This is an optimization exercise on Yosys and OpenROAD, whose aim is small area, not a production implementation.
Function was checked by simulation only, so behaviour that the tests miss may differ from the original.
The clock port is modelled as an ideal driver, which makes a skipped or thinned clock tree look cheaper than it is; a real chip needs a root buffer or a tree.
Power is estimated from default activity; no workload was simulated.

--- flow/design.v ---
`timescale 1ns / 100ps
module crc(
  input [7:0] data_in,
  input crc_en,
  output [31:0] crc_out,
  input rst,
  input clk);
  reg [31:0] lfsr_q;
  wire [31:0] lfsr_c;
  wire [7:0] e = (lfsr_q[31:24] ^ data_in) & {8{~rst}};
  wire [43:8] t;
  assign t[8] = e[2] ^ e[7];
  assign t[9] = e[0] ^ e[6];
  assign t[10] = e[1] ^ e[4];
  assign t[11] = e[5] ^ t[10];
  assign t[12] = e[0] ^ e[3];
  assign t[13] = e[3] ^ e[7];
  assign t[14] = e[1] ^ t[8];
  assign t[15] = e[6] ^ t[8];
  assign t[16] = e[3] ^ e[4];
  assign t[17] = e[5] ^ e[6];
  assign t[18] = e[3] ^ t[14];
  assign t[19] = t[9] ^ t[16];
  assign t[20] = e[2] ^ t[11];
  assign t[21] = t[10] ^ t[12];
  assign t[22] = e[4] ^ e[5];
  assign t[23] = e[5] ^ t[12];
  assign t[24] = e[1] ^ t[9];
  assign t[25] = e[6] ^ t[13];
  assign t[26] = e[0] ^ t[22];
  assign t[27] = e[2] ^ t[19];
  assign t[28] = e[2] ^ t[17];
  assign t[29] = t[9] ^ t[20];
  assign t[30] = t[9] ^ t[11];
  assign t[31] = e[7] ^ t[24];
  assign t[32] = e[4] ^ e[7];
  assign t[33] = e[2] ^ e[3];
  assign t[34] = t[15] ^ t[16];
  assign t[35] = t[13] ^ t[22];
  assign t[36] = t[13] ^ t[30];
  assign t[37] = e[2] ^ t[23];
  assign t[38] = t[11] ^ t[15];
  assign t[39] = t[17] ^ t[18];
  assign t[40] = e[1] ^ t[17];
  assign t[41] = e[7] ^ t[11];
  assign t[42] = t[9] ^ t[14];
  assign t[43] = t[8] ^ t[23];
  assign lfsr_c[0] = t[9] | rst;
  assign lfsr_c[1] = t[31] | rst;
  assign lfsr_c[2] = t[42] | rst;
  assign lfsr_c[3] = t[18] | rst;
  assign lfsr_c[4] = t[27] | rst;
  assign lfsr_c[5] = t[36] | rst;
  assign lfsr_c[6] = t[38] | rst;
  assign lfsr_c[7] = t[43] | rst;
  assign lfsr_c[8] = lfsr_q[0] ^ t[21];
  assign lfsr_c[9] = lfsr_q[1] ^ t[20];
  assign lfsr_c[10] = lfsr_q[2] ^ t[37];
  assign lfsr_c[11] = lfsr_q[3] ^ t[21];
  assign lfsr_c[12] = lfsr_q[4] ^ t[29];
  assign lfsr_c[13] = lfsr_q[5] ^ t[39];
  assign lfsr_c[14] = lfsr_q[6] ^ t[34];
  assign lfsr_c[15] = lfsr_q[7] ^ t[35];
  assign lfsr_c[16] = lfsr_q[8] ^ t[26];
  assign lfsr_c[17] = lfsr_q[9] ^ t[40];
  assign lfsr_c[18] = lfsr_q[10] ^ t[15];
  assign lfsr_c[19] = lfsr_q[11] ^ t[13];
  assign lfsr_c[20] = lfsr_q[12] ^ e[4];
  assign lfsr_c[21] = lfsr_q[13] ^ e[5];
  assign lfsr_c[22] = lfsr_q[14] ^ e[0];
  assign lfsr_c[23] = lfsr_q[15] ^ t[24];
  assign lfsr_c[24] = lfsr_q[16] ^ t[14];
  assign lfsr_c[25] = lfsr_q[17] ^ t[33];
  assign lfsr_c[26] = lfsr_q[18] ^ t[19];
  assign lfsr_c[27] = lfsr_q[19] ^ t[41];
  assign lfsr_c[28] = lfsr_q[20] ^ t[28];
  assign lfsr_c[29] = lfsr_q[21] ^ t[25];
  assign lfsr_c[30] = lfsr_q[22] ^ t[32];
  assign lfsr_c[31] = lfsr_q[23] ^ e[5];
  assign crc_out = lfsr_q;
  always @(posedge clk)
    lfsr_q <= lfsr_c;
endmodule  
`timescale 1ns / 100ps
module TX_MAC (
	TX_CLK,
	SYS_RST,
	TX_START,
	TX_BUSY,
	GMII_TXD,
	GMII_TX_EN,
	CONTROL_IN
);
input wire TX_CLK;
input wire SYS_RST;
input wire TX_START;
output wire TX_BUSY;
output wire [7:0] GMII_TXD;
output wire GMII_TX_EN;
input wire [7:0] CONTROL_IN;
reg tx_start_d;
reg tx_start_dd;
reg pre;	 
reg pay;	 
reg pad;	 
reg tail;	 
reg [7:0] cnt;
reg [7:0] hold;		 
wire [31:0] crc_out;
wire idle = ~(pre | pay | pad | tail);
wire crc_reset = idle | (pre & ~cnt[3]);
crc inst_crc(
  .data_in(GMII_TXD),
  .crc_en(1'b1),
  .crc_out(crc_out),
  .rst(crc_reset),
  .clk(TX_CLK)
);
always @(posedge TX_CLK) begin
	if(SYS_RST) begin
		tx_start_d <= 1'b0;
		tx_start_dd <= 1'b0;
	end
	else begin
		tx_start_d <= TX_START;
		tx_start_dd <= tx_start_d;
	end
end
wire pre_first = pre & (cnt[3:0] == 4'd0);
wire pre_55 = pre & ~cnt[3] & (cnt[2:0] != 3'd0);
wire pre_sfd = pre & cnt[3] & ~cnt[0];
wire pre_len = pre & cnt[3] & cnt[0];
wire out_hold = pre_len | (tail & ~cnt[3] & ~(cnt[2] & (cnt[1] | cnt[0])));	 
wire out_55 = pre_55 | pre_sfd;
assign TX_BUSY = ~idle;
assign GMII_TX_EN = ~idle & ~pre_first;
assign GMII_TXD = ({8{pay}} & cnt) | ({8{out_hold}} & hold) |
		  {pre_sfd, out_55, 1'b0, out_55, 1'b0, out_55, 1'b0, out_55};
wire min_len = cnt[7] | cnt[6] | (cnt[5] & cnt[4] & (cnt[3] | cnt[2] | cnt[1]));	 
wire pay_end = pay & (cnt == hold);
wire to_tail = (pay_end & min_len) | (pad & (cnt[5:0] == 6'd50));
always @(posedge TX_CLK) begin
	if(SYS_RST) begin
		pre <= 1'b0;
		pay <= 1'b0;
		pad <= 1'b0;
		tail <= 1'b0;
	end
	else begin
		pre <= (idle & tx_start_d & ~tx_start_dd) | (pre & ~pre_len);
		pay <= pre_len | (pay & ~pay_end);
		pad <= (pay_end & ~min_len) | (pad & ~to_tail);
		tail <= to_tail | (tail & ~cnt[4]);
	end
end
wire h_ctl = pre & (cnt[2:0] == 3'd7);
wire h_keep = (pre & ~h_ctl) | (pay & ~pay_end) | pad & ~to_tail;
wire h_b0 = to_tail;
wire h_b1 = tail & (cnt[3:0] == 4'd1);
wire h_b2 = tail & (cnt[3:0] == 4'd2);
wire h_b3 = tail & (cnt[3:0] == 4'd3);
always @(posedge TX_CLK) begin
	cnt <= ({8{~idle & ~pre_len & ~to_tail}} & (cnt + 1'b1)) | {7'd0, to_tail};
	hold <= ({8{h_ctl}} & CONTROL_IN) | ({8{h_keep}} & hold) |
		({8{h_b0}} & crc_out[7:0]) | ({8{h_b1}} & crc_out[15:8]) |
		({8{h_b2}} & crc_out[23:16]) | ({8{h_b3}} & crc_out[31:24]);
end
endmodule
--- flow/flow/run.sh ---
#!/bin/bash
# The standard flow (standard.sh: the standard synthesis, then ORFS from
# floorplan to finish) with three changes that only affect cell sizing:
#  - port buffers use the smallest buffer cell (buf_1),
#  - combinational cells are swapped to their smallest drive strength right
#    after floorplanning (downsize.tcl); the later repair steps upsize again
#    where timing, slew or capacitance need it,
#  - the clock tree is built from clkbuf_8 without dummy loads.
# Every tool's output goes to standard.log (and ORFS's own logs).
set -e
HERE=$(pwd)
export BUFFER_PORTS_ARGS="-buffer_cell sky130_fd_sc_hd__buf_1"
export POST_FLOORPLAN_TCL="$HERE/flow/downsize.tcl"
export CTS_ARGS="-sink_clustering_enable -repair_clock_nets -dont_use_dummy_load -buf_list sky130_fd_sc_hd__clkbuf_8"
bash standard.sh > standard.log 2>&1
--- flow/config.mk ---
export PLATFORM = sky130hd
export DESIGN_NAME = TX_MAC
export DESIGN_NICKNAME = TX_MAC
export VERILOG_FILES = /design/flow/design.v
export SDC_FILE = /design/flow/constraint.sdc
export NUM_CORES = 4
export LEC_CHECK = 0
export CAP_MARGIN = 20
export CORE_MARGIN = 2
export CORE_UTILIZATION = 65
export SLEW_MARGIN = 20
--- flow/standard.sh ---
#!/bin/bash
# synth_recipe.tcl (not shown) runs the flow's synth.tcl, then flattens the netlist and writes it again
# the make line also repeats each setting of config.mk as NAME=value (left out here)
make -C /OpenROAD-flow-scripts/flow DESIGN_CONFIG=/design/flow/config.mk WORK_HOME=/design/flow/orfs CLKGATE_MAP_FILE= SYNTH_SCRIPT=/design/flow/synth_recipe.tcl "${@:-finish}"
--- flow/flow/downsize.tcl ---
# Swap every combinational cell to the smallest-area cell of the same
# function (same base name, drive strength 0 or 1). Registers are kept.
set db [ord::get_db]
set block [ord::get_db_block]
set n 0
foreach inst [$block getInsts] {
  set name [[$inst getMaster] getName]
  if {![regexp {^(sky130_fd_sc_hd__[a-z0-9]+)_([0-9]+)$} $name -> base drv]} { continue }
  if {[regexp {__(df|edf|sdf|dl|clk|conb|tap|fill|decap|diode)} $base]} { continue }
  set best ""
  set best_area 1e9
  foreach d {0 1} {
    set m [$db findMaster ${base}_$d]
    if {$m == "NULL"} { continue }
    set a [expr {[$m getWidth] * [$m getHeight]}]
    if {$a < $best_area} { set best $m; set best_area $a }
  }
  if {$best == ""} { continue }
  set cur [$inst getMaster]
  if {[expr {[$cur getWidth] * [$cur getHeight]}] > $best_area} {
    $inst swapMaster $best
    incr n
  }
}
puts "downsize: swapped $n instances"
--- flow/constraint.sdc ---
create_clock -name core_clock -period 8.0 [get_ports {TX_CLK}]
set_input_delay 1.6000 -clock core_clock [delete_from_list [all_inputs] [get_ports {TX_CLK}]]
set_output_delay 1.6000 -clock core_clock [all_outputs]
set_load 0.01 [all_outputs]
==> results of run 1 <==
==> layer usage <==
layer / track usage / vias up / part of all wire
li1: - / 989 / -
met5: 0 / - / 0
met4: 0.0983 / 0 / 0.021
met2: 0.451 / 52 / 0.50
met1: 0.376 / 969 / 0.44
met3: 0.0548 / 12 / 0.043
==> cell type report <==
type                       instances  area, sq um
clock buffer                       5         68.8
fill                             372         1440
inverter                           9         33.8
multi-input combinational        206         1500
sequential                        54         1080
tap                               52         65.1
timing repair buffer              21         82.6
==> worst max path at each step <==
stage	slack, ns	start	to
floorplan	4.93	cnt[0]	GMII_TXD[0]
global placement	4.09	cnt[0]	inst_crc.lfsr_q[6]
detailed placement	4.05	cnt[0]	inst_crc.lfsr_q[6]
CTS	3.95	cnt[0]	GMII_TXD[6]
global route	3.70	cnt[0]	inst_crc.lfsr_q[6]
finish	3.86	cnt[0]	GMII_TXD[6]
==> synthesized netlist by cell type (all sizes together), types with 2 or more instances <==
master / instances
xnor2: 42
xor2: 31
dfxtp: 54
a222oi: 8
nand2: 31
nor3: 3
buf: 6
nor2: 20
nand3b: 2
and2: 8
o21ai: 6
a21oi: 5
nand3: 3
nand4: 4
a22o: 3
clkbuf: 6
nor2b: 3
a221o: 13
ha: 5
mux2i: 6
inv: 9
and3: 3
==> worst max-delay path, cell delays in order, from the launching register on <==
cell,delay (ns)
dfxtp_1,0.41
inv_1,0.16
ha_1,0.19
and2b_1,0.17
o21ai_0,0.77
a221o_1,0.34
buf_1,0.19
==> power groups by stage <==
stage / sequential (mW) / combinational (mW) / clock [mW]
floorplan: 0.381 / 0.179 / 0
global placement: 0.395 / 0.195 / 0
detailed placement: 0.395 / 0.196 / 0
CTS: 0.389 / 0.198 / 0.140
global route: 0.398 / 0.218 / 0.150
finish: 0.390 / 0.198 / 0.137
==> cells in the final DEF (no fill, tap or decap) <==
cell type	n
inv_2	1
and3_1	3
nand4_1	4
nor3_1	3
ha_1	5
a21oi_1	5
nand3b_1	2
and2b_1	1
nand2b_1	1
a21o_1	1
nor2b_1	3
a222oi_1	8
o21ai_1	1
a221o_1	13
mux2_2	1
xnor2_1	42
nand2_1	31
dfxtp_1	54
a31oi_1	1
a22o_1	3
nand3_1	3
buf_4	1
nor2_1	20
nor4_1	1
or2_2	1
inv_1	8
clkbuf_8	5
buf_1	20
o21ai_0	5
a21bo_2	1
o221ai_1	1
mux2i_1	6
xnor3_1	1
and2_1	8
xor2_1	31
==> metrics by stage <==
stage | worst slack (ns) | power (mW) | std cells | instance area (sq um)
2_1_floorplan | 4.93 | 0.560 | 281 | 2840
3_3_place_gp | 4.09 | 0.590 | 342 | 2760
3_5_place_dp | 4.05 | 0.591 | 342 | 2760
4_1_cts | 3.95 | 0.726 | 347 | 2830
5_1_grt | 3.70 | 0.766 | 347 | 2830
6_report | 3.86 | 0.725 | 347 | 2830
==> registers in the layout, indices dropped and copies added (netlist names) <==
| signal | cells |
|---|---|
| pay | 1 |
| hold | 8 |
| cnt | 8 |
| tail | 1 |
| pre | 1 |
| tx_start_d | 1 |
| tx_start_dd | 1 |
| inst_crc.lfsr_q | 32 |
| pad | 1 |
==> cells by family after synthesis <==
family          after synthesis
compound gates               39
xor+xnor                     74
fa+ha+maj                     5
buf+inv                      21
flops                        54
mux                           7
simple gates                 81
==> flow_summary_export.csv, run 1 <==
group,metric,value,unit
status,status,"finished clean",
clock_network,clk_pin_slew,0.10,ns
die,design.die.area,4910,sq um
yosys,synth-xor-area-share,0.261,
placed_design,portBuffers,20,
pwr,p_leak,1.05,nW
global_routing,antenna_found_initial,0,
placed_design,hpwl,4.66,mm
sta,tns,0,ns
pwr,seqPwrFrac,0.538,
sta,tightestPinTransition,0.989,ns
final_layout,final_nets,313,
yosys,synth_ff_type,"dfxtp_1",
global_routing,grt_usage,0.280,
yosys,yosysWarningCount,2,
sta,setup_violations,0,
global_routing,grt_max_degree,17,
final_layout,areaGrowthSynthToFinish,-0.309,%
sta,period_needed,4.14,ns
clock_network,cts.path.max_buffers,2,
clock_network,cts.htree.levels,2,
yosys,synth_area_leaders,"dfxtp_1 38%, xnor2_1 13%, xor2_1 6.8%, a221o_1 4.6%, xor2_2 4.6%",
sta,fin_crit_sh,0.517,
worst_setup_path,cp_max_fo,9,
pwr,p_comb_frac,0.274,
detailed_routing,drtIter0Drc,175,
pwr,intPower,495,uW
yosys,synth_compound_area_frac,0.117,
sta,hold_violations,0,
clock_network,cts.sinks,54,
clock_network,cts_made_buffers,5,
yosys,netlist_area,2840,sq um
final_layout,drive_gt1_frac,0.0339,
pwr,p_sw,230,uW
global_routing,grt_pass1_wl,10.4,mm
detailed_routing,wl,6.41,mm
final_layout,post-route-util,0.663,
yosys,synth_top_family_by_area,"XOR/XNOR gates",
hold_path,min_delay_path_depth,1,
hold_path,hold_path_end,"inst_crc.lfsr_q[19]",
yosys,synthSimpleGateAreaFrac,0.139,
worst_setup_path,crit_path_end_kind,"output pin",
clock_network,tritoncts,"built",
worst_setup_path,cp-start-kind,"register",
yosys,async_flop_share,0,
final_layout,num_antenna_cells,0,
global_routing,grt_overflow_total,0,
worst_setup_path,path_class,"register to output pin",
sta,rsz0062_at_grt,"no",
clock_network,cts-hold-fix-buffers,0,
flow_run,maxCapViolCount,0,
hold_path,hold_path_class,"register to register",
clock_network,cts_root_buf,"clkbuf_8",
yosys,yosysUniqueCellTypes,40,
worst_setup_path,rrSetupSlack,4.00,ns
worst_setup_path,cp.required,6.40,ns
yosys,synth-edff-count,0,
sta,fin_worst_skew,0.0171,ns
detailed_routing,vias,2022,
worst_setup_path,r2r-end,"inst_crc.lfsr_q[6]",
die,io_pins,21,
die,die_h,70.0,um
yosys,synth_top_area_cell,"dfxtp_1",
yosys,syn_nets,297,
worst_setup_path,timing.rr.start,"cnt[0]",
die,die_x,70.0,um
sta,slew_violations,0,
yosys,synth_fa_ha_area_frac,0.0221,
die,start_util,0.665,
yosys,netlist.area_leader.share,0.381,
clock_network,cts_resized,0,
sta,timing.slew.headroom,0.334,
detailed_routing,drc,0,
sta,clock.fmax,242,MHz
detailed_routing,drtAntennaViolNets,0,
hold_path,min_from,"inst_crc.lfsr_q[11]",
pwr,netSwitchingFraction,0.317,
detailed_routing,vias_per_cell,5.83,
detailed_routing,drt-wirelength-per-cell,18.5,um
pwr,p_clk_frac,0.189,
worst_setup_path,reg2reg_depth,9,
yosys,synth_seq_cells,54,
die,core,4260,sq um
worst_setup_path,arrival,2.54,ns
yosys,yosysSeqAreaShare,0.381,
yosys,synthMuxAreaShare,0.0485,
detailed_routing,drtPass1Iterations,4,
sta,holdWs,0.461,ns
placed_design,gp_congestion,0.912,
die,fp-row-count,24,
yosys,syn-mean-instance-area,10.1,sq um
clock_network,cts_setup_buffers,0,
pwr,powerDensity,256,nW/um^2
pwr,irDropWorstVdd,170,uV
yosys,synth_cells,281,
global_routing,grt_pass1_vias,1970,
clock_network,clock_latency,0.31,ns
==> inputs of run 2 (changes only) <==
--- a/flow/config.mk
+++ b/flow/config.mk
@@ -9,3 +9,3 @@
 export CORE_MARGIN = 2
-export CORE_UTILIZATION = 65
+export CORE_UTILIZATION = 40
 export SLEW_MARGIN = 20
==> run 2 against run 1 <==
- non-clock buffer count is 1 higher
- critical path depth did not move
- global-route usage decreased by 10 points
- register-to-register slack lost 0.04 ns
- die area grew 59%
- via count up 1.6%
- wire length grew 3.1%
- count of clock-buffer cells in the layout unchanged
- critical endpoint is now GMII_TXD[4]
- largest cell class unchanged
- largest power group unchanged
==> flow_summary_export.csv, run 2 <==
group,metric,value,unit
die,die_h,88.2,um
yosys,yosysMostFrequentCell,"dfxtp_1",
die,design.die.area,7780,sq um
pwr,p_sw,231,uW
final_layout,largest-register,"inst_crc.lfsr_q",
clock_network,cts_made_buffers,5,
yosys,synth_cells,281,
yosys,synth_ff_type,"dfxtp_1",
worst_setup_path,cp.required,6.40,ns
final_layout,areaGrowthSynthToFinish,1.90,%
yosys,synth-edff-count,0,
placed_design,portBuffers,20,
detailed_routing,wl,6.61,mm
yosys,synth_area_leaders,"dfxtp_1 38%, xnor2_1 13%, xor2_1 6.8%, a221o_1 4.6%, xor2_2 4.6%",
sta,fin_crit_sh,0.507,
final_layout,final_common_cell,"dfxtp_1",
clock_network,cts.path.max_buffers,2,
worst_setup_path,cp-start-kind,"register",
pwr,p_leak,1.06,nW
detailed_routing,drtIter0Drc,160,
yosys,synth_seq_cells,54,
clock_network,clock_latency,0.31,ns
pwr,irDropWorstVdd,124,uV
worst_setup_path,path_class,"register to output pin",
final_layout,final_cell_mix,"54 x dfxtp_1, 42 x xnor2_1, 31 x nand2_1, 31 x xor2_1",
yosys,synthTopCellsByCount,"54 x dfxtp_1, 42 x xnor2_1, 31 x nand2_1",
global_routing,grt_pass1_vias,1996,
final_layout,design_area,2890,sq um
yosys,syn_nets,297,
flow_run,maxCapViolCount,0,
clock_network,cts_root_buf,"clkbuf_8",
final_layout,num_antenna_cells,0,
worst_setup_path,arrival,2.46,ns
yosys,async_flop_share,0,
sta,clock.fmax,246,MHz
clock_network,cts_resized,0,
detailed_routing,vias_per_cell,5.24,
yosys,yosysSeqAreaShare,0.381,
die,io_pins,21,
detailed_routing,drtAntennaViolNets,0,
die,die_x,88.2,um
yosys,netlist.area_leader.share,0.381,
final_layout,top_regs,"inst_crc.lfsr_q (32), cnt (8), hold (8)",
sta,setup_violations,0,
worst_setup_path,crit_path_end_kind,"output pin",
placed_design,pre_cts_ws,3.93,ns
worst_setup_path,reg2reg_depth,9,
clock_network,tritoncts,"built",
hold_path,hold_path_class,"register to register",
placed_design,hpwl,4.95,mm
sta,rsz0062_at_grt,"no",
pwr,powerDensity,251,nW/um^2
yosys,netlist_area,2840,sq um
clock_network,cts.sinks,54,
global_routing,grt_pass1_wl,10.3,mm
detailed_routing,drt-wirelength-per-cell,16.9,um
global_routing,antenna_found_initial,0,
clock_network,clk_pin_slew,0.11,ns
status,status,"finished clean",
yosys,synth_top_area_cell,"dfxtp_1",
hold_path,min_delay_path_depth,1,
sta,setup_ws,3.94,ns
clock_network,cts-hold-fix-buffers,0,
detailed_routing,drtPass1Iterations,5,
global_routing,grt_max_degree,18,
yosys,syn-mean-instance-area,10.1,sq um
worst_setup_path,cp_max_fo,9,
die,core,6830,sq um
pwr,p_comb_frac,0.270,
placed_design,gp_congestion,0.889,
clock_network,cts.htree.levels,2,
final_layout,drive_gt1_frac,0.0372,
final_layout,final_nets,314,
clock_network,cts_setup_buffers,0,
placed_design,place_area,2820,sq um
yosys,yosysWarningCount,2,
final_layout,fillerInstances,706,
detailed_routing,drc,0,
sta,tns,0,ns
global_routing,grt_usage,0.177,
sta,period_needed,4.06,ns
pwr,seqPwrFrac,0.540,
sta,tightestPinTransition,0.938,ns
final_layout,largest_reg_flops,32,
die,fp-row-count,30,
yosys,yosysUniqueCellTypes,40,
sta,timing.slew.headroom,0.368,
sta,hold_violations,0,
pwr,netSwitchingFraction,0.318,
die,start_util,0.415,
pwr,p_clk_frac,0.190,
pwr,intPower,495,uW
sta,slew_violations,0,
sta,fin_worst_skew,0.0280,ns
detailed_routing,vias,2055,
global_routing,grt_overflow_total,0,
-- run 2: cell counts after synthesis --
No cell type changed its count.
-- run 2: worst paths after layout --
path / startpoint / end / slack, ns
worst min register to register: inst_crc.lfsr_q[12] / inst_crc.lfsr_q[20] / 0.45
worst max register to register: cnt[0] / inst_crc.lfsr_q[6] / 3.96
worst min-delay path: inst_crc.lfsr_q[12] / inst_crc.lfsr_q[20] / 0.45
worst max-delay path: cnt[0] / GMII_TXD[4] / 3.94
-- run 2: cell type report --
class                   instances  area (sq um)  area share
clock buffers                   5          68.8      0.0238
inverters                       9          33.8      0.0117
multi-input cells             206          1500       0.518
flip-flops and latches         54          1080       0.374
well taps                      96           120      0.0416
repair buffers                 22          90.1      0.0312
-- run 2: stage by stage --
step | cells | total power, mW | hold WS [ns] | utilization
2_1_floorplan | 281 | 0.560 | 0.430 | -
3_3_place_gp | 387 | 0.591 | 0.440 | 0.413
3_5_place_dp | 387 | 0.592 | 0.448 | 0.413
4_1_cts | 392 | 0.730 | 0.450 | 0.423
5_1_grt | 392 | 0.763 | 0.473 | 0.423
6_report | 392 | 0.726 | 0.447 | 0.423
-- run 2: power groups by stage --
stage | Combinational, mW | Sequential, mW | Clock [mW]
floorplan | 0.179 | 0.381 | 0
global placement | 0.195 | 0.396 | 0
detailed placement | 0.196 | 0.396 | 0
CTS | 0.197 | 0.390 | 0.142
global route | 0.215 | 0.399 | 0.149
finish | 0.196 | 0.392 | 0.138
-- run 2: kinds of logic (layout without fill, tap and decap cells) --
family | Yosys count | in the layout | synth area share
simple gates | 81 | 81 | 0.139
xor+xnor | 74 | 74 | 0.261
flops | 54 | 54 | 0.381
compound gates | 39 | 39 | 0.117
buf+inv | 21 | 36 | 0.0313
mux | 7 | 7 | 0.0485
fa+ha+maj | 5 | 5 | 0.0221
-- run 2: worst max-delay path: stages (launching register included) --
cell	delay [ns]
dfxtp_1	0.42
inv_1	0.17
ha_1	0.20
and2b_1	0.19
o21ai_0	0.66
a221o_1	0.33
buf_1	0.20
-- run 2: layer usage --
layer | routed length [um] | global-route usage
met5 | 0 | 0
met2 | 3070 | 0.287
met3 | 457 | 0.0339
met1 | 2960 | 0.238
met4 | 125 | 0.0592
==> inputs of run 3 (changes only) <==
==> flow/flow/run.sh (replaced) <==
#!/bin/bash
# The standard flow (standard.sh) with changes that only affect how the
# logic is mapped and sized:
#  - synthesis is synth_recipe.tcl unchanged except that ABC maps with an
#    area-oriented script (flow/abc_area.script, see flow/abc_proc.tcl);
#  - port buffers use the smallest buffer cell (buf_1);
#  - combinational cells are swapped to their smallest drive strength right
#    after floorplanning (flow/downsize.tcl); the later repair steps upsize
#    again where timing, slew or capacitance need it;
#  - the clock tree is built from clkbuf_8 without dummy loads.
# Tool output: flow_synth.log / standard.log here, and ORFS's own logs.
set -e
HERE=$(pwd)
export FLOW_ABC_SCRIPT="$HERE/flow/abc_area.script"
{ head -n 1 synth_recipe.tcl; cat flow/abc_proc.tcl; tail -n +2 synth_recipe.tcl; } > my_synth.tcl
sed "s|SYNTH_SCRIPT=[^ ]*synth_recipe.tcl|SYNTH_SCRIPT=$HERE/my_synth.tcl|" standard.sh > my_standard.sh
grep -q "SYNTH_SCRIPT=$HERE/my_synth.tcl" my_standard.sh
export BUFFER_PORTS_ARGS="-buffer_cell sky130_fd_sc_hd__buf_1"
export POST_FLOORPLAN_TCL="$HERE/flow/downsize.tcl"
export CTS_ARGS="-sink_clustering_enable -repair_clock_nets -dont_use_dummy_load -buf_list sky130_fd_sc_hd__clkbuf_8"
bash my_standard.sh > standard.log 2>&1
==> flow/flow/abc_area.script (new file) <==
&get -n
&st
&dch
&nf -R 1000 -p
&put
==> flow/flow/abc_proc.tcl (new file) <==
# Map with an area-oriented ABC script (flow/abc_area.script) in place of the
# ABC script the standard synthesis passes; everything else is unchanged, so
# the registers are the standard synthesis's.
proc abc {args} {
  set i [lsearch -exact $args -script]
  if {$i >= 0} {
    lset args [expr {$i + 1}] $::env(FLOW_ABC_SCRIPT)
  }
  yosys abc {*}$args
}
==> run 3 against run 2 <==
- via count is 2.3% lower
- non-clock buffer count is 2 higher
- critical path depth is 6 higher
- cell count is 4.8% lower
- count of clock-buffer cells in the layout stayed put
- still clean on timing, DRC and antenna
- largest power group unchanged
==> flow_summary_export.csv, run 3 <==
group,metric,value,unit
yosys,synth_compound_area_frac,0.130,
yosys,syn_nets,285,
worst_setup_path,worstSetupStartpoint,"cnt[0]",
worst_setup_path,arrival,4.25,ns
yosys,yosysWarningCount,2,
yosys,synth_seq_cells,54,
detailed_routing,drt-wirelength-per-cell,17.1,um
global_routing,grt_max_degree,17,
sta,fin_worst_skew,0.0180,ns
clock_network,clk_pin_slew,0.10,ns
yosys,synthMuxAreaShare,0,
sta,hold_violations,0,
yosys,synth_top_area_cell,"dfxtp_1",
sta,clock.fmax,249,MHz
global_routing,antenna_found_initial,0,
sta,slew_violations,0,
clock_network,cts_made_buffers,5,
worst_setup_path,cp_max_fo,8,
clock_network,clock_latency,0.31,ns
clock_network,cts-hold-fix-buffers,0,
detailed_routing,drtIter0Drc,174,
final_layout,fillerInstances,583,
placed_design,hpwl,4.66,mm
detailed_routing,vias,2008,
sta,rsz0062_at_grt,"no",
worst_setup_path,path_cells,"clkinv_1 > ha_1 > nor2b_1 > o21ai_0 > a22oi_1 > nand2_1 > nor2_1 > a211oi_1 > xor2_1 > xor2_1 > xor2_1 > xnor2_1",
yosys,netlist.area_leader.share,0.433,
die,design.die.area,6880,sq um
yosys,yosysMostFrequentCell,"dfxtp_1",
sta,holdWs,0.457,ns
yosys,synth_top_family_by_area,"XOR/XNOR gates",
yosys,yosysSeqAreaShare,0.433,
yosys,synth-xor-area-share,0.235,
die,die_h,83.0,um
final_layout,largest_reg_flops,32,
clock_network,cts_resized,0,
worst_setup_path,r2r-end,"inst_crc.lfsr_q[12]",
sta,fin_crit_sh,0.502,
die,fp-row-count,28,
yosys,synth_cells,269,
final_layout,final_common_cell,"dfxtp_1",
worst_setup_path,reg2reg_depth,12,
clock_network,cts.sinks,54,
yosys,yosysUniqueCellTypes,28,
sta,period_needed,4.02,ns
detailed_routing,vias_per_cell,5.38,
global_routing,grt_usage,0.193,
die,core,5990,sq um
sta,tightestPinTransition,0.989,ns
worst_setup_path,cp.required,8.23,ns
yosys,synth-edff-count,0,
worst_setup_path,slowest_delay,0.74,ns
worst_setup_path,crit_path_frequent_cell,"xor2_1",
worst_setup_path,path_class,"register to register",
hold_path,hold_path_end,"inst_crc.lfsr_q[18]",
hold_path,min_delay_path_depth,1,
clock_network,cts.path.max_buffers,2,
global_routing,grt_pass1_vias,1956,
sta,setup_violations,0,
yosys,syn-mean-instance-area,9.27,sq um
final_layout,top_regs,"inst_crc.lfsr_q (32), cnt (8), hold (8)",
final_layout,drive_gt1_frac,0.0302,
yosys,synthTopCellsByCount,"54 x dfxtp_1, 41 x nand2_1, 38 x xnor2_1",
worst_setup_path,path_buf_inv,1,
clock_network,tritoncts,"built",
detailed_routing,wl,6.39,mm
worst_setup_path,crit_path_end_kind,"register",
worst_setup_path,cp.depth,12,
detailed_routing,drtAntennaViolNets,0,
placed_design,portBuffers,20,
yosys,synthSimpleGateAreaFrac,0.170,
final_layout,num_antenna_cells,0,
clock_network,cts_root_buf,"clkbuf_8",
final_layout,final_nets,316,
yosys,synth_fa_ha_area_frac,0.0251,
pwr,powerDensity,256,nW/um^2
worst_setup_path,crit_family,"compound AO/OA/AOI/OAI gates",
status,status,"finished clean",
yosys,synth_ff_type,"dfxtp_1",
placed_design,gp_congestion,0.876,
yosys,netlist_area,2490,sq um
detailed_routing,drtPass1Iterations,5,
die,io_pins,21,
worst_setup_path,timing.rr.start,"cnt[0]",
worst_setup_path,cpMaxStageDelayCell,"a211oi_1",
final_layout,largest-register,"inst_crc.lfsr_q",
final_layout,areaGrowthSynthToFinish,10.7,%
die,die_x,83.0,um
worst_setup_path,rrSetupSlack,3.98,ns
worst_setup_path,cp-start-kind,"register",
clock_network,cts.htree.levels,2,
global_routing,grt_overflow_total,0,
pwr,p_leak,1.02,nW
sta,tns,0,ns
flow_run,maxCapViolCount,0,
global_routing,grt_pass1_wl,10.5,mm
hold_path,min_from,"inst_crc.lfsr_q[10]",
hold_path,hold_path_class,"register to register",
yosys,async_flop_share,0,
pwr,irDropWorstVdd,146,uV
sta,timing.slew.headroom,0.334,
yosys,synth_area_leaders,"dfxtp_1 43%, xnor2_1 13%, xor2_1 10%, nand2_1 6.2%, a222oi_1 3.2%",
detailed_routing,drc,0,
final_layout,final_cell_mix,"54 x dfxtp_1, 41 x nand2_1, 38 x xnor2_1",
clock_network,cts_setup_buffers,0,
die,start_util,0.416,
## run 3: cell types whose count changed in the layout (fill, tap and decap cells not counted), sizes merged, moves of 5 or more
cell / previous run / this run
a22oi: 0 / 5
a221o: 13 / 0
mux2i: 6 / 0
nor2: 20 / 14
a21oi: 5 / 14
nand2: 31 / 41
inv: 9 / 0
and2: 8 / 1
## run 3: worst max path at each step
stage | to | slack [ns]
after global routing | inst_crc.lfsr_q[9] | 3.57
after floorplan | inst_crc.lfsr_q[13] | 4.68
after CTS | inst_crc.lfsr_q[9] | 3.97
after global placement | inst_crc.lfsr_q[9] | 4.11
after detailed placement | inst_crc.lfsr_q[9] | 4.00
final | inst_crc.lfsr_q[12] | 3.98
## run 3: logic make-up (layout without fill, tap and decap cells)
group,count (synthesis),in the layout
compound gates,48,48
xor+xnor,67,67
fa+ha+maj,5,5
buf+inv,4,33
flops,54,54
simple gates,91,91
## run 3: per-layer routing
layer | global-route usage | vias to the layer above | part of all wire
met3 | 0.0427 | 19 | 0.068
met1 | 0.261 | 928 | 0.45
met5 | 0 | - | 0
met4 | 0.0879 | 0 | 0.034
li1 | - | 994 | -
met2 | 0.292 | 67 | 0.45
## run 3: layout make-up
cell class	count	area, sq um	area share
timing repair buffer	24	105	0.0380
sequential	54	1080	0.391
multi-input combinational	211	1400	0.506
clock buffer	5	68.8	0.0249
inverter	4	15.0	0.00543
tap	75	93.8	0.0340
## run 3: power breakdown
part           internal, mW  switching (mW)
combinational        0.0877          0.0924
sequential            0.339          0.0476
clock                0.0568          0.0833
total                 0.484           0.223
## run 3: per-stage QoR
step                cell area, sq um  cells  utilization  setup WS, ns  power, mW
global route                    2760    373        0.461          3.57      0.753
detailed placement              2690    368        0.450          4.00      0.572
global placement                2690    368        0.450          4.11      0.573
CTS                             2760    373        0.461          3.97      0.711
finish                          2760    373        0.461          3.98      0.707
floorplan                       2490    269            -          4.68      0.527
==> inputs of run 4 (changes only) <==
--- a/flow/design.v
+++ b/flow/design.v
@@ -10,59 +10,55 @@
   wire [7:0] e = (lfsr_q[31:24] ^ data_in) & {8{~rst}};
-  wire [43:8] t;
-  assign t[8] = e[2] ^ e[7];
-  assign t[9] = e[0] ^ e[6];
-  assign t[10] = e[1] ^ e[4];
-  assign t[11] = e[5] ^ t[10];
-  assign t[12] = e[0] ^ e[3];
-  assign t[13] = e[3] ^ e[7];
-  assign t[14] = e[1] ^ t[8];
-  assign t[15] = e[6] ^ t[8];
-  assign t[16] = e[3] ^ e[4];
-  assign t[17] = e[5] ^ e[6];
-  assign t[18] = e[3] ^ t[14];
-  assign t[19] = t[9] ^ t[16];
-  assign t[20] = e[2] ^ t[11];
-  assign t[21] = t[10] ^ t[12];
-  assign t[22] = e[4] ^ e[5];
-  assign t[23] = e[5] ^ t[12];
-  assign t[24] = e[1] ^ t[9];
-  assign t[25] = e[6] ^ t[13];
-  assign t[26] = e[0] ^ t[22];
-  assign t[27] = e[2] ^ t[19];
-  assign t[28] = e[2] ^ t[17];
-  assign t[29] = t[9] ^ t[20];
-  assign t[30] = t[9] ^ t[11];
-  assign t[31] = e[7] ^ t[24];
-  assign t[32] = e[4] ^ e[7];
-  assign t[33] = e[2] ^ e[3];
-  assign t[34] = t[15] ^ t[16];
-  assign t[35] = t[13] ^ t[22];
-  assign t[36] = t[13] ^ t[30];
-  assign t[37] = e[2] ^ t[23];
-  assign t[38] = t[11] ^ t[15];
-  assign t[39] = t[17] ^ t[18];
-  assign t[40] = e[1] ^ t[17];
-  assign t[41] = e[7] ^ t[11];
-  assign t[42] = t[9] ^ t[14];
-  assign t[43] = t[8] ^ t[23];
-  assign lfsr_c[0] = t[9] | rst;
-  assign lfsr_c[1] = t[31] | rst;
-  assign lfsr_c[2] = t[42] | rst;
-  assign lfsr_c[3] = t[18] | rst;
-  assign lfsr_c[4] = t[27] | rst;
-  assign lfsr_c[5] = t[36] | rst;
-  assign lfsr_c[6] = t[38] | rst;
-  assign lfsr_c[7] = t[43] | rst;
-  assign lfsr_c[8] = lfsr_q[0] ^ t[21];
-  assign lfsr_c[9] = lfsr_q[1] ^ t[20];
-  assign lfsr_c[10] = lfsr_q[2] ^ t[37];
-  assign lfsr_c[11] = lfsr_q[3] ^ t[21];
-  assign lfsr_c[12] = lfsr_q[4] ^ t[29];
-  assign lfsr_c[13] = lfsr_q[5] ^ t[39];
-  assign lfsr_c[14] = lfsr_q[6] ^ t[34];
-  assign lfsr_c[15] = lfsr_q[7] ^ t[35];
-  assign lfsr_c[16] = lfsr_q[8] ^ t[26];
-  assign lfsr_c[17] = lfsr_q[9] ^ t[40];
-  assign lfsr_c[18] = lfsr_q[10] ^ t[15];
-  assign lfsr_c[19] = lfsr_q[11] ^ t[13];
+  wire [31:0] t;
+  assign t[0] = e[3] ^ e[7];
+  assign t[1] = e[0] ^ e[6];
+  assign t[2] = e[4] ^ e[5];
+  assign t[3] = e[1] ^ e[2];
+  assign t[4] = e[7] ^ t[3];
+  assign t[5] = e[1] ^ t[1];
+  assign t[6] = e[6] ^ t[0];
+  assign t[7] = e[2] ^ e[3];
+  assign t[8] = e[0] ^ e[5];
+  assign t[9] = t[7] ^ t[8];
+  assign t[10] = t[2] ^ t[3];
+  assign t[11] = e[7] ^ t[9];
+  assign t[12] = t[0] ^ t[2];
+  assign t[13] = t[5] ^ t[8];
+  assign t[14] = t[3] ^ t[13];
+  assign t[15] = e[6] ^ t[2];
+  assign t[16] = t[9] ^ t[15];
+  assign t[17] = t[12] ^ t[14];
+  assign t[18] = t[5] ^ t[11];
+  assign t[19] = e[4] ^ t[8];
+  assign t[20] = t[4] ^ t[15];
+  assign t[21] = e[4] ^ e[7];
+  assign t[22] = t[9] ^ t[10];
+  assign t[23] = t[5] ^ t[12];
+  assign t[24] = t[1] ^ t[4];
+  assign t[25] = t[9] ^ t[18];
+  assign t[26] = t[1] ^ t[10];
+  assign t[27] = t[6] ^ t[7];
+  assign t[28] = e[2] ^ t[16];
+  assign t[29] = t[10] ^ t[12];
+  assign t[30] = t[0] ^ t[8];
+  assign t[31] = t[22] ^ t[30];
+  assign lfsr_c[0] = t[1] | rst;
+  assign lfsr_c[1] = t[25] | rst;
+  assign lfsr_c[2] = t[24] | rst;
+  assign lfsr_c[3] = t[29] | rst;
+  assign lfsr_c[4] = t[16] | rst;
+  assign lfsr_c[5] = t[23] | rst;
+  assign lfsr_c[6] = t[20] | rst;
+  assign lfsr_c[7] = t[11] | rst;
+  assign lfsr_c[8] = lfsr_q[0] ^ t[22];
+  assign lfsr_c[9] = lfsr_q[1] ^ t[10];
+  assign lfsr_c[10] = lfsr_q[2] ^ t[9];
+  assign lfsr_c[11] = lfsr_q[3] ^ t[22];
+  assign lfsr_c[12] = lfsr_q[4] ^ t[26];
+  assign lfsr_c[13] = lfsr_q[5] ^ t[18];
+  assign lfsr_c[14] = lfsr_q[6] ^ t[17];
+  assign lfsr_c[15] = lfsr_q[7] ^ t[12];
+  assign lfsr_c[16] = lfsr_q[8] ^ t[19];
+  assign lfsr_c[17] = lfsr_q[9] ^ t[13];
+  assign lfsr_c[18] = lfsr_q[10] ^ t[27];
+  assign lfsr_c[19] = lfsr_q[11] ^ t[0];
   assign lfsr_c[20] = lfsr_q[12] ^ e[4];
@@ -70,10 +66,10 @@
   assign lfsr_c[22] = lfsr_q[14] ^ e[0];
-  assign lfsr_c[23] = lfsr_q[15] ^ t[24];
-  assign lfsr_c[24] = lfsr_q[16] ^ t[14];
-  assign lfsr_c[25] = lfsr_q[17] ^ t[33];
-  assign lfsr_c[26] = lfsr_q[18] ^ t[19];
-  assign lfsr_c[27] = lfsr_q[19] ^ t[41];
-  assign lfsr_c[28] = lfsr_q[20] ^ t[28];
-  assign lfsr_c[29] = lfsr_q[21] ^ t[25];
-  assign lfsr_c[30] = lfsr_q[22] ^ t[32];
+  assign lfsr_c[23] = lfsr_q[15] ^ t[5];
+  assign lfsr_c[24] = lfsr_q[16] ^ t[4];
+  assign lfsr_c[25] = lfsr_q[17] ^ t[7];
+  assign lfsr_c[26] = lfsr_q[18] ^ t[28];
+  assign lfsr_c[27] = lfsr_q[19] ^ t[31];
+  assign lfsr_c[28] = lfsr_q[20] ^ t[14];
+  assign lfsr_c[29] = lfsr_q[21] ^ t[6];
+  assign lfsr_c[30] = lfsr_q[22] ^ t[21];
   assign lfsr_c[31] = lfsr_q[23] ^ e[5];
==> run 4 against run 3 <==
- still clean on timing, DRC and antenna
- fmax fell by 1.3%
- via count rose by 0.70%
- sequential share of layout area rose by 0.50 points
- critical endpoint is now inst_crc.lfsr_q[14]
- largest cell class unchanged
- die area fell by 0.76%
==> flow_summary_export.csv, run 4 <==
group,metric,value,unit
worst_setup_path,arrival,4.25,ns
yosys,synthTopCellsByCount,"54 x dfxtp_1, 41 x nand2_1, 38 x xnor2_1",
worst_setup_path,timing.rr.start,"cnt[0]",
yosys,yosysWarningCount,2,
detailed_routing,drt-wirelength-per-cell,17.2,um
clock_network,cts.path.max_buffers,2,
global_routing,grt_max_degree,18,
worst_setup_path,crit_family,"XOR/XNOR gates",
clock_network,cts_resized,0,
placed_design,portBuffers,20,
global_routing,grt_usage,0.201,
yosys,yosysMostFrequentCell,"dfxtp_1",
die,die_x,82.7,um
detailed_routing,drtIter0Drc,166,
worst_setup_path,path_class,"register to register",
clock_network,cts_root_buf,"clkbuf_8",
sta,slew_violations,0,
final_layout,largest-register,"inst_crc.lfsr_q",
worst_setup_path,cp_max_fo,8,
hold_path,hold_path_class,"register to register",
worst_setup_path,rrSetupSlack,3.93,ns
pwr,irDropWorstVdd,145,uV
yosys,syn-mean-instance-area,9.30,sq um
final_layout,drive_gt1_frac,0.0239,
final_layout,largest_reg_flops,32,
worst_setup_path,path_buf_inv,1,
clock_network,cts.htree.levels,2,
global_routing,grt_pass1_vias,1876,
detailed_routing,wl,6.33,mm
die,fp-row-count,28,
die,core,5960,sq um
global_routing,grt_overflow_total,0,
clock_network,cts_setup_buffers,0,
detailed_routing,drtPass1Iterations,6,
hold_path,hold_path_end,"inst_crc.lfsr_q[19]",
sta,timing.slew.headroom,0.384,
detailed_routing,drtAntennaViolNets,0,
die,io_pins,21,
sta,fin_crit_sh,0.509,
sta,period_needed,4.07,ns
pwr,powerDensity,272,nW/um^2
hold_path,min_from,"inst_crc.lfsr_q[11]",
yosys,synth_top_area_cell,"dfxtp_1",
worst_setup_path,cp.required,8.18,ns
yosys,async_flop_share,0,
worst_setup_path,cpMaxStageDelayCell,"o21ai_0",
final_layout,final_nets,311,
worst_setup_path,r2r-end,"inst_crc.lfsr_q[14]",
worst_setup_path,reg2reg_depth,13,
yosys,yosysSeqAreaShare,0.437,
clock_network,clk_pin_slew,0.09,ns
clock_network,cts_made_buffers,5,
sta,tns,0,ns
yosys,yosysUniqueCellTypes,28,
worst_setup_path,slowest_delay,0.71,ns
die,design.die.area,6830,sq um
yosys,syn_nets,282,
final_layout,areaGrowthSynthToFinish,10.2,%
global_routing,grt_pass1_wl,10.1,mm
worst_setup_path,cp-start-kind,"register",
placed_design,dp_cells,363,
placed_design,hpwl,4.69,mm
clock_network,clock_latency,0.31,ns
sta,setup_violations,0,
sta,rsz0062_at_grt,"no",
pwr,p_leak,1.02,nW
status,status,"finished clean",
pwr,power,743,uW
yosys,synth_seq_cells,54,
die,die_h,82.7,um
yosys,synth_cells,266,
yosys,synth_ff_type,"dfxtp_1",
yosys,netlist_area,2470,sq um
detailed_routing,vias,2022,
worst_setup_path,crit_path_frequent_cell,"xnor2_1",
flow_run,maxCapViolCount,0,
yosys,netlist.area_leader.share,0.437,
final_layout,num_antenna_cells,0,
final_layout,final_cell_mix,"54 x dfxtp_1, 41 x nand2_1, 38 x xnor2_1",
clock_network,tritoncts,"built",
die,start_util,0.416,
clock_network,cts-hold-fix-buffers,0,
final_layout,top_regs,"inst_crc.lfsr_q (32), cnt (8), hold (8)",
worst_setup_path,path_cells,"clkinv_1 > ha_1 > nor2b_1 > o21ai_0 > a22oi_1 > nand2_1 > nor2_1 > a211oi_1 > xnor2_1 > xor2_1 > xor2_1 > xnor2_1 > xnor2_1",
sta,fin_worst_skew,0.0255,ns
yosys,synth-edff-count,0,
sta,clock.fmax,246,MHz
clock_network,cts.sinks,54,
worst_setup_path,crit_path_end_kind,"register",
final_layout,final_common_cell,"dfxtp_1",
sta,tightestPinTransition,0.914,ns
placed_design,gp_congestion,0.828,
detailed_routing,drc,0,
final_layout,final_cells,368,
sta,hold_violations,0,
global_routing,antenna_found_initial,0,
detailed_routing,vias_per_cell,5.49,
yosys,synth_area_leaders,"dfxtp_1 44%, xnor2_1 13%, xor2_1 9.9%, nand2_1 6.2%, a21oi_1 3.0%",
hold_path,min_delay_path_depth,1,
-- run 4: final cells by class --
type	instances	area, sq um
fill	599	3230
multi-input combinational	208	1380
sequential	54	1080
tap	75	93.8
timing repair buffer	22	90.1
clock buffer	5	68.8
inverter	4	15.0
-- run 4: cells by family (layout without fill, tap and decap cells) --
group | Yosys count | in the layout | share of synthesized area
compound gates | 49 | 49 | 0.133
xor+xnor | 66 | 66 | 0.234
fa+ha+maj | 5 | 5 | 0.0253
buf+inv | 4 | 31 | 0.00606
flops | 54 | 54 | 0.437
simple gates | 88 | 88 | 0.165
-- run 4: stage by stage --
| stage | worst slack, ns | utilization | hold slack [ns] | area, sq um |
|---|---|---|---|---|
| 6_report | 3.93 | 0.458 | 0.460 | 2730 |
| 5_1_grt | 3.56 | 0.458 | 0.482 | 2730 |
| 4_1_cts | 3.96 | 0.458 | 0.461 | 2730 |
| 3_5_place_dp | 4.02 | 0.446 | 0.442 | 2660 |
| 3_3_place_gp | 4.18 | 0.446 | 0.443 | 2660 |
| 2_1_floorplan | 4.51 | - | 0.428 | 2470 |
-- run 4: worst max path at each step --
stage | cells past startpoint | endpoint | slack [ns] | startpoint
5_1_grt | 12 | inst_crc.lfsr_q[14] | 3.56 | cnt[0]
2_1_floorplan | 12 | inst_crc.lfsr_q[28] | 4.51 | cnt[0]
3_5_place_dp | 12 | inst_crc.lfsr_q[28] | 4.02 | cnt[0]
3_3_place_gp | 13 | inst_crc.lfsr_q[28] | 4.18 | cnt[0]
6_report | 13 | inst_crc.lfsr_q[14] | 3.93 | cnt[0]
4_1_cts | 12 | inst_crc.lfsr_q[14] | 3.96 | cnt[0]
-- run 4: layer usage --
metal | vias up | wire (um) | global-route usage
li1 | 984 | - | -
met1 | 966 | 2850 | 0.266
met2 | 61 | 2990 | 0.330
met3 | 11 | 365 | 0.0370
met4 | 0 | 117 | 0.0689
met5 | - | 0 | 0
-- run 4: power breakdown --
part	switching, mW	total (mW)	leakage [nW]	internal (mW)
sequential	0.0511	0.394	0.446	0.343
clock	0.0844	0.141	0.0359	0.0568
combinational	0.107	0.208	0.541	0.101
total	0.242	0.743	1.02	0.501
==> inputs of run 5 (changes only) <==
--- a/flow/flow/run.sh
+++ b/flow/flow/run.sh
@@ -9,4 +9,2 @@
 #    again where timing, slew or capacitance need it;
-#  - the clock tree is built from clkbuf_8 without dummy loads.
-# Tool output: flow_synth.log / standard.log here, and ORFS's own logs.
 set -e
@@ -20,2 +18,3 @@
 export CTS_ARGS="-sink_clustering_enable -repair_clock_nets -dont_use_dummy_load -buf_list sky130_fd_sc_hd__clkbuf_8"
+export PRE_CTS_TCL="$HERE/flow/clkroot.tcl"
 bash my_standard.sh > standard.log 2>&1
==> flow/flow/clkroot.tcl (new file) <==
rename clock_tree_synthesis tritoncts_clock_tree_synthesis
proc clock_tree_synthesis {args} {
  tritoncts_clock_tree_synthesis {*}$args
  set block [ord::get_db_block]
  set port_net [[$block findBTerm TX_CLK] getNet]
  set drv [$port_net getITerms]
  if {[llength $drv] != 1} { puts "clkroot: port drives [llength $drv] pins, kept"; return }
  set root [[lindex $drv 0] getInst]
  if {![string match *clkbuf* [[$root getMaster] getName]]} { puts "clkroot: no root buffer"; return }
  set out_net ""
  foreach it [$root getITerms] {
    if {[$it isOutputSignal]} { set out_net [$it getNet] }
  }
  set loads {}
  foreach it [$out_net getITerms] {
    if {[$it getInst] != $root} { lappend loads $it }
  }
  set ok 1
  foreach it $loads {
    if {![string match *clkbuf* [[[$it getInst] getMaster] getName]]} { set ok 0 }
  }
  if {!$ok || [llength $loads] > 4} { puts "clkroot: root drives [llength $loads] pins, kept"; return }
  foreach it $loads {
    $it disconnect
    $it connect $port_net
  }
  set name [$root getName]
  odb::dbInst_destroy $root
  odb::dbNet_destroy $out_net
  puts "clkroot: removed root buffer $name, port drives [llength $loads] leaf buffers"
}
--- a/flow/config.mk
+++ b/flow/config.mk
@@ -10,2 +10,3 @@
 export CORE_UTILIZATION = 40
+export GPL_TIMING_DRIVEN = 0
 export SLEW_MARGIN = 20
==> run 5 against run 4 <==
- critical path depth unchanged
- cell count is 0.54% lower
- register-to-register slack got worse by 0.54 ns
- sequential share of layout area rose by 0.31 points
- largest power group unchanged
==> flow_summary_export.csv, run 5 <==
group,metric,value,unit
status,status,"finished clean",
yosys,yosysMostFrequentCell,"dfxtp_1",
pwr,irDropWorstVdd,105,uV
placed_design,dp_cells,362,
sta,timing.slew.headroom,0.287,
detailed_routing,drtPass1Iterations,5,
pwr,p_comb_frac,0.288,
worst_setup_path,r2r-end,"inst_crc.lfsr_q[14]",
pwr,p_sw,225,uW
yosys,synth_top_area_cell,"dfxtp_1",
worst_setup_path,cp_max_fo,8,
hold_path,hold_path_class,"register to register",
final_layout,final_cell_mix,"54 x dfxtp_1, 41 x nand2_1, 38 x xnor2_1",
sta,clock.fmax,217,MHz
yosys,syn-mean-instance-area,9.30,sq um
clock_network,clk_pin_slew,0.10,ns
pwr,powerDensity,264,nW/um^2
final_layout,areaGrowthSynthToFinish,9.35,%
yosys,syn_nets,282,
pwr,netSwitchingFraction,0.315,
hold_path,min_from,"inst_crc.lfsr_q[29]",
detailed_routing,wl,5.91,mm
sta,tightestPinTransition,1.06,ns
global_routing,grt_pass1_vias,1839,
worst_setup_path,path_buf_inv,1,
worst_setup_path,crit_path_frequent_cell,"xnor2_1",
worst_setup_path,cp.depth,13,
pwr,p_clk_frac,0.167,
die,fp-row-count,28,
pwr,intPower,489,uW
yosys,netlist.area_leader.share,0.437,
final_layout,largest_reg_flops,32,
sta,tns,0,ns
worst_setup_path,crit_path_end_kind,"register",
final_layout,drive_gt1_frac,0.0172,
global_routing,grt_max_degree,17,
sta,fin_crit_sh,0.576,
clock_network,clock_latency,0.16,ns
die,io_pins,21,
yosys,yosysWarningCount,2,
placed_design,pre_cts_ws,3.40,ns
detailed_routing,drc,0,
worst_setup_path,cp.required,8.03,ns
worst_setup_path,path_cells,"clkinv_1 > ha_1 > nor2b_1 > o21ai_0 > a22oi_1 > nand2_1 > nor2_1 > a211oi_1 > xnor2_1 > xor2_1 > xor2_1 > xnor2_1 > xnor2_1",
die,design.die.area,6830,sq um
pwr,p_leak,1.01,nW
final_layout,largest-register,"inst_crc.lfsr_q",
detailed_routing,vias_per_cell,5.27,
yosys,synth-edff-count,0,
final_layout,final_nets,309,
yosys,synth_seq_cells,54,
die,core,5960,sq um
die,die_x,82.7,um
detailed_routing,vias,1927,
placed_design,hpwl,4.44,mm
detailed_routing,drt-wirelength-per-cell,16.1,um
yosys,async_flop_share,0,
worst_setup_path,reg2reg_depth,13,
sta,setup_violations,0,
detailed_routing,drtIter0Drc,150,
hold_path,hold_path_end,"hold[5]",
sta,rsz0062_at_grt,"no",
clock_network,cts-hold-fix-buffers,0,
sta,hold_violations,0,
final_layout,final_common_cell,"dfxtp_1",
yosys,yosysSeqAreaShare,0.437,
yosys,synth_ff_type,"dfxtp_1",
worst_setup_path,cp-start-kind,"register",
worst_setup_path,arrival,4.64,ns
yosys,synthTopCellsByCount,"54 x dfxtp_1, 41 x nand2_1, 38 x xnor2_1",
flow_run,maxCapViolCount,0,
global_routing,antenna_found_initial,0,
clock_network,cts_setup_buffers,0,
worst_setup_path,path_class,"register to register",
yosys,synth_cells,266,
worst_setup_path,rrSetupSlack,3.39,ns
yosys,yosysUniqueCellTypes,28,
yosys,netlist_area,2470,sq um
placed_design,portBuffers,20,
worst_setup_path,crit_family,"compound AO/OA/AOI/OAI gates",
final_layout,num_antenna_cells,0,
hold_path,min_delay_path_depth,2,
global_routing,grt_overflow_total,0,
worst_setup_path,cpMaxStageDelayCell,"o21ai_0",
final_layout,final_cells,366,
clock_network,cts.sinks,54,
final_layout,top_regs,"inst_crc.lfsr_q (32), cnt (8), hold (8)",
sta,setup_ws,3.39,ns
die,start_util,0.416,
placed_design,gp_congestion,0.818,
worst_setup_path,slowest_delay,0.82,ns
sta,period_needed,4.61,ns
clock_network,cts_resized,0,
die,die_h,82.7,um
detailed_routing,drtAntennaViolNets,0,
global_routing,grt_pass1_wl,9.41,mm
sta,slew_violations,0,
pwr,seqPwrFrac,0.545,
worst_setup_path,timing.rr.start,"cnt[0]",
sta,fin_worst_skew,0.0166,ns
global_routing,grt_usage,0.187,
yosys,synth_area_leaders,"dfxtp_1 44%, xnor2_1 13%, xor2_1 9.9%, nand2_1 6.2%, a21oi_1 3.0%",
==> run 5: logic make-up after synthesis <==
family	synth area share
simple gates	0.165
compound gates	0.133
xor+xnor	0.234
flops	0.437
buf+inv	0.00606
fa+ha+maj	0.0253
==> run 5: area by class of cell <==
class	instances	area, sq um
fill	624	3250
multi-input combinational	208	1380
sequential	54	1080
tap	75	93.8
timing repair buffer	21	82.6
clock buffer	4	55.1
inverter	4	15.0
==> run 5: power groups by stage <==
| stage | clock (mW) | sequential [mW] | combinational [mW] |
|---|---|---|---|
| after floorplan | 0 | 0.385 | 0.171 |
| after global placement | 0 | 0.393 | 0.202 |
| after detailed placement | 0 | 0.396 | 0.205 |
| after CTS | 0.121 | 0.390 | 0.207 |
| after global routing | 0.130 | 0.400 | 0.226 |
| final | 0.119 | 0.389 | 0.206 |
==> run 5: worst reg2reg max path, delay by kind of cell (launching register included) <==
family	cells	cell delay, ns
and+or+nand+nor	3	0.27
DFF	1	0.41
xor gates and xnor gates	5	1.71
adders and majority gates	1	0.20
AOI/OAI and AO/OA	3	1.76
buffers and inverters	1	0.14
==> run 5: stage by stage <==
step                      hold WS [ns]  cell area [sq um]  power (mW)  utilization
after global routing             0.477               2710       0.756        0.454
after CTS                        0.459               2710       0.717        0.454
after global placement           0.438               2640       0.596        0.444
final                            0.458               2710       0.714        0.454
after detailed placement         0.445               2650       0.601        0.445
after floorplan                  0.428               2470       0.557            -
==> run 5: how the worst max path moves through the flow <==
stage                     slack (ns)   start             endpoint
after floorplan                 4.51  cnt[0]  inst_crc.lfsr_q[28]
after global placement          3.37  cnt[0]  inst_crc.lfsr_q[14]
after detailed placement        3.40  cnt[0]  inst_crc.lfsr_q[14]
after CTS                       3.36  cnt[0]  inst_crc.lfsr_q[14]
after global routing            3.01  cnt[0]  inst_crc.lfsr_q[14]
final                           3.39  cnt[0]  inst_crc.lfsr_q[14]
==> run 5: metal layers <==
metal  vias up  share of wire  wire [um]  track usage
li1        978              -          -            -
met1       905           0.47       2760        0.240
met2        32           0.48       2840        0.320
met3        12          0.025        145       0.0304
met4         0          0.027        160       0.0557
met5         -              0          0            0
==> inputs of run 6 (changes only) <==
--- a/flow/design.v
+++ b/flow/design.v
@@ -10,55 +10,54 @@
   wire [7:0] e = (lfsr_q[31:24] ^ data_in) & {8{~rst}};
-  wire [31:0] t;
-  assign t[0] = e[3] ^ e[7];
-  assign t[1] = e[0] ^ e[6];
-  assign t[2] = e[4] ^ e[5];
-  assign t[3] = e[1] ^ e[2];
-  assign t[4] = e[7] ^ t[3];
-  assign t[5] = e[1] ^ t[1];
-  assign t[6] = e[6] ^ t[0];
-  assign t[7] = e[2] ^ e[3];
-  assign t[8] = e[0] ^ e[5];
+  wire [30:0] t;
+  assign t[0] = e[0] ^ e[6];
+  assign t[1] = e[3] ^ e[7];
+  assign t[2] = e[1] ^ e[2];
+  assign t[3] = e[4] ^ e[5];
+  assign t[4] = e[7] ^ t[2];
+  assign t[5] = e[1] ^ t[0];
+  assign t[6] = e[2] ^ e[6];
+  assign t[7] = e[5] ^ t[6];
+  assign t[8] = t[1] ^ t[3];
   assign t[9] = t[7] ^ t[8];
   assign t[10] = t[2] ^ t[3];
-  assign t[11] = e[7] ^ t[9];
-  assign t[12] = t[0] ^ t[2];
-  assign t[13] = t[5] ^ t[8];
-  assign t[14] = t[3] ^ t[13];
-  assign t[15] = e[6] ^ t[2];
-  assign t[16] = t[9] ^ t[15];
-  assign t[17] = t[12] ^ t[14];
-  assign t[18] = t[5] ^ t[11];
-  assign t[19] = e[4] ^ t[8];
-  assign t[20] = t[4] ^ t[15];
-  assign t[21] = e[4] ^ e[7];
-  assign t[22] = t[9] ^ t[10];
-  assign t[23] = t[5] ^ t[12];
-  assign t[24] = t[1] ^ t[4];
-  assign t[25] = t[9] ^ t[18];
-  assign t[26] = t[1] ^ t[10];
-  assign t[27] = t[6] ^ t[7];
-  assign t[28] = e[2] ^ t[16];
-  assign t[29] = t[10] ^ t[12];
-  assign t[30] = t[0] ^ t[8];
-  assign t[31] = t[22] ^ t[30];
-  assign lfsr_c[0] = t[1] | rst;
-  assign lfsr_c[1] = t[25] | rst;
-  assign lfsr_c[2] = t[24] | rst;
-  assign lfsr_c[3] = t[29] | rst;
-  assign lfsr_c[4] = t[16] | rst;
-  assign lfsr_c[5] = t[23] | rst;
-  assign lfsr_c[6] = t[20] | rst;
-  assign lfsr_c[7] = t[11] | rst;
-  assign lfsr_c[8] = lfsr_q[0] ^ t[22];
+  assign t[11] = t[0] ^ t[4];
+  assign t[12] = e[0] ^ t[3];
+  assign t[13] = t[11] ^ t[12];
+  assign t[14] = t[9] ^ t[11];
+  assign t[15] = e[6] ^ t[14];
+  assign t[16] = t[13] ^ t[15];
+  assign t[17] = t[10] ^ t[14];
+  assign t[18] = t[2] ^ t[15];
+  assign t[19] = t[5] ^ t[8];
+  assign t[20] = t[8] ^ t[10];
+  assign t[21] = t[2] ^ t[7];
+  assign t[22] = e[4] ^ e[7];
+  assign t[23] = e[1] ^ t[15];
+  assign t[24] = e[2] ^ e[3];
+  assign t[25] = t[0] ^ t[10];
+  assign t[26] = e[7] ^ t[5];
+  assign t[27] = t[6] ^ t[13];
+  assign t[28] = t[17] ^ t[26];
+  assign t[29] = e[7] ^ t[6];
+  assign t[30] = e[6] ^ t[1];
+  assign lfsr_c[0] = t[0] | rst;
+  assign lfsr_c[1] = t[26] | rst;
+  assign lfsr_c[2] = t[11] | rst;
+  assign lfsr_c[3] = t[20] | rst;
+  assign lfsr_c[4] = t[18] | rst;
+  assign lfsr_c[5] = t[19] | rst;
+  assign lfsr_c[6] = t[13] | rst;
+  assign lfsr_c[7] = t[16] | rst;
+  assign lfsr_c[8] = lfsr_q[0] ^ t[14];
   assign lfsr_c[9] = lfsr_q[1] ^ t[10];
-  assign lfsr_c[10] = lfsr_q[2] ^ t[9];
-  assign lfsr_c[11] = lfsr_q[3] ^ t[22];
-  assign lfsr_c[12] = lfsr_q[4] ^ t[26];
-  assign lfsr_c[13] = lfsr_q[5] ^ t[18];
-  assign lfsr_c[14] = lfsr_q[6] ^ t[17];
-  assign lfsr_c[15] = lfsr_q[7] ^ t[12];
-  assign lfsr_c[16] = lfsr_q[8] ^ t[19];
-  assign lfsr_c[17] = lfsr_q[9] ^ t[13];
-  assign lfsr_c[18] = lfsr_q[10] ^ t[27];
-  assign lfsr_c[19] = lfsr_q[11] ^ t[0];
+  assign lfsr_c[10] = lfsr_q[2] ^ t[17];
+  assign lfsr_c[11] = lfsr_q[3] ^ t[14];
+  assign lfsr_c[12] = lfsr_q[4] ^ t[25];
+  assign lfsr_c[13] = lfsr_q[5] ^ t[28];
+  assign lfsr_c[14] = lfsr_q[6] ^ t[9];
+  assign lfsr_c[15] = lfsr_q[7] ^ t[8];
+  assign lfsr_c[16] = lfsr_q[8] ^ t[12];
+  assign lfsr_c[17] = lfsr_q[9] ^ t[21];
+  assign lfsr_c[18] = lfsr_q[10] ^ t[29];
+  assign lfsr_c[19] = lfsr_q[11] ^ t[1];
   assign lfsr_c[20] = lfsr_q[12] ^ e[4];
@@ -68,8 +67,8 @@
   assign lfsr_c[24] = lfsr_q[16] ^ t[4];
-  assign lfsr_c[25] = lfsr_q[17] ^ t[7];
-  assign lfsr_c[26] = lfsr_q[18] ^ t[28];
-  assign lfsr_c[27] = lfsr_q[19] ^ t[31];
-  assign lfsr_c[28] = lfsr_q[20] ^ t[14];
-  assign lfsr_c[29] = lfsr_q[21] ^ t[6];
-  assign lfsr_c[30] = lfsr_q[22] ^ t[21];
+  assign lfsr_c[25] = lfsr_q[17] ^ t[24];
+  assign lfsr_c[26] = lfsr_q[18] ^ t[23];
+  assign lfsr_c[27] = lfsr_q[19] ^ t[27];
+  assign lfsr_c[28] = lfsr_q[20] ^ t[7];
+  assign lfsr_c[29] = lfsr_q[21] ^ t[30];
+  assign lfsr_c[30] = lfsr_q[22] ^ t[22];
   assign lfsr_c[31] = lfsr_q[23] ^ e[5];
==> run 6 against run 5 <==
- cell area fell by 0.74%
- sequential share of layout area rose by 0.30 points
- count of clock-buffer cells in the layout did not move
- largest power group unchanged
- combinational power rose by 26%
- clock power fell by 3%
- first-iteration DRC count fell by 17%
- utilization fell by 0.069 points
- sequential cell count did not move
- wire length rose by 0.90%
- sequential power rose by 3%
- critical endpoint is now inst_crc.lfsr_q[7]
- non-clock buffer count fell by 1
- highest routed layer unchanged
- global-route usage rose by 0.49 points
==> flow_summary_export.csv, run 6 <==
group,metric,value,unit
yosys,synth_top_area_cell,"dfxtp_1",
sta,timing.slew.headroom,0.231,
clock_network,cts-hold-fix-buffers,0,
die,io_pins,21,
placed_design,dp_cells,355,
die,fp-row-count,28,
worst_setup_path,crit_path_frequent_cell,"xor2_1",
pwr,p_leak,0.952,nW
yosys,syn_nets,276,
sta,clock.fmax,199,MHz
final_layout,fillerInstances,593,
placed_design,pre_cts_ws,2.90,ns
pwr,powerDensity,288,nW/um^2
worst_setup_path,path_buf_inv,1,
global_routing,grt_overflow_total,0,
worst_setup_path,cp.required,8.05,ns
clock_network,cts_setup_buffers,0,
clock_network,cts.sinks,54,
clock_network,cts_resized,0,
sta,hold_violations,0,
worst_setup_path,slowest_delay,0.78,ns
sta,period_needed,5.03,ns
status,status,"finished clean",
detailed_routing,drtPass1Iterations,4,
final_layout,final_cells,359,
sta,holdWs,0.457,ns
yosys,synth_ff_type,"dfxtp_1",
yosys,async_flop_share,0,
placed_design,gp_congestion,0.842,
sta,fin_worst_skew,0.0156,ns
worst_setup_path,cp_max_fo,8,
worst_setup_path,timing.rr.start,"cnt[0]",
die,design.die.area,6800,sq um
sta,tightestPinTransition,1.15,ns
yosys,yosysSeqAreaShare,0.439,
final_layout,final_cell_mix,"54 x dfxtp_1, 43 x xnor2_1, 36 x nand2_1",
worst_setup_path,path_cells,"clkinv_1 > ha_1 > nor2b_1 > o21ai_0 > a221o_1 > nor2_1 > a211oi_1 > xnor2_1 > xor2_1 > xor2_1 > xnor2_1 > xor2_1 > mux2_1",
worst_setup_path,rrSetupSlack,2.97,ns
final_layout,top_regs,"inst_crc.lfsr_q (32), cnt (8), hold (8)",
worst_setup_path,crit_family,"XOR/XNOR gates",
worst_setup_path,reg2reg_depth,13,
sta,fin_crit_sh,0.629,
detailed_routing,vias_per_cell,5.35,
flow_run,maxCapViolCount,0,
worst_setup_path,cpMaxStageDelayCell,"a211oi_1",
global_routing,grt_pass1_wl,9.49,mm
sta,setup_violations,0,
die,core,5920,sq um
detailed_routing,vias,1919,
die,start_util,0.416,
final_layout,drive_gt1_frac,0.0141,
final_layout,design_area,2690,sq um
final_layout,largest-register,"inst_crc.lfsr_q",
detailed_routing,drtIter0Drc,124,
worst_setup_path,cp-start-kind,"register",
yosys,syn-mean-instance-area,9.47,sq um
yosys,netlist.area_leader.share,0.439,
sta,slew_violations,0,
pwr,irDropWorstVdd,143,uV
detailed_routing,drc,0,
sta,tns,0,ns
worst_setup_path,r2r-end,"inst_crc.lfsr_q[7]",
yosys,netlist_area,2460,sq um
final_layout,final_nets,302,
die,die_h,82.5,um
hold_path,hold_path_end,"inst_crc.lfsr_q[28]",
placed_design,portBuffers,20,
global_routing,grt_usage,0.192,
placed_design,hpwl,4.48,mm
sta,rsz0062_at_grt,"no",
yosys,yosysMostFrequentCell,"dfxtp_1",
-- run 6: cell count changes after synthesis, sizes merged, moves of 2 or more --
cell / change
a221o: +4
a21oi: -2
xor2: -7
xnor2: +5
a22oi: -4
nand2: -5
-- run 6: how the worst max path moves through the flow --
stage | startpoint | cells past startpoint | slack [ns] | end
2_1_floorplan | cnt[0] | 13 | 3.97 | inst_crc.lfsr_q[7]
3_3_place_gp | cnt[0] | 13 | 2.89 | inst_crc.lfsr_q[7]
3_5_place_dp | cnt[0] | 13 | 2.90 | inst_crc.lfsr_q[7]
4_1_cts | cnt[0] | 13 | 2.89 | inst_crc.lfsr_q[7]
5_1_grt | cnt[0] | 13 | 2.68 | inst_crc.lfsr_q[7]
6_report | cnt[0] | 13 | 2.97 | inst_crc.lfsr_q[7]
-- run 6: cell type report --
cell class	instances	area [sq um]	share of cell area
multi-input cells	202	1370	0.509
flip-flops and latches	54	1080	0.402
well taps	75	93.8	0.0349
repair buffers	20	75.1	0.0279
clock buffers	4	55.1	0.0205
inverters	4	15.0	0.00559
-- run 6: cell families (layout without fill, tap and decap cells) --
family,Yosys count,in the layout,synth area share
fa+ha+maj,5,5,0.0254
simple gates,86,86,0.165
mux,1,1,0.00457
flops,54,54,0.439
xor+xnor,64,64,0.228
buf+inv,4,28,0.00610
compound gates,46,46,0.133
-- run 6: power breakdown --
group | total [mW] | internal (mW) | switching, mW
combinational | 0.259 | 0.124 | 0.135
sequential | 0.400 | 0.348 | 0.0512
clock | 0.115 | 0.0461 | 0.0688
-- run 6: metal layers --
metal  vias to the layer above  track usage  part of all wire
met3                        16       0.0402             0.047
met4                         0       0.0717             0.026
li1                        958            -                 -
met5                         -            0                 0
met1                       903        0.251              0.46
met2                        42        0.310              0.47
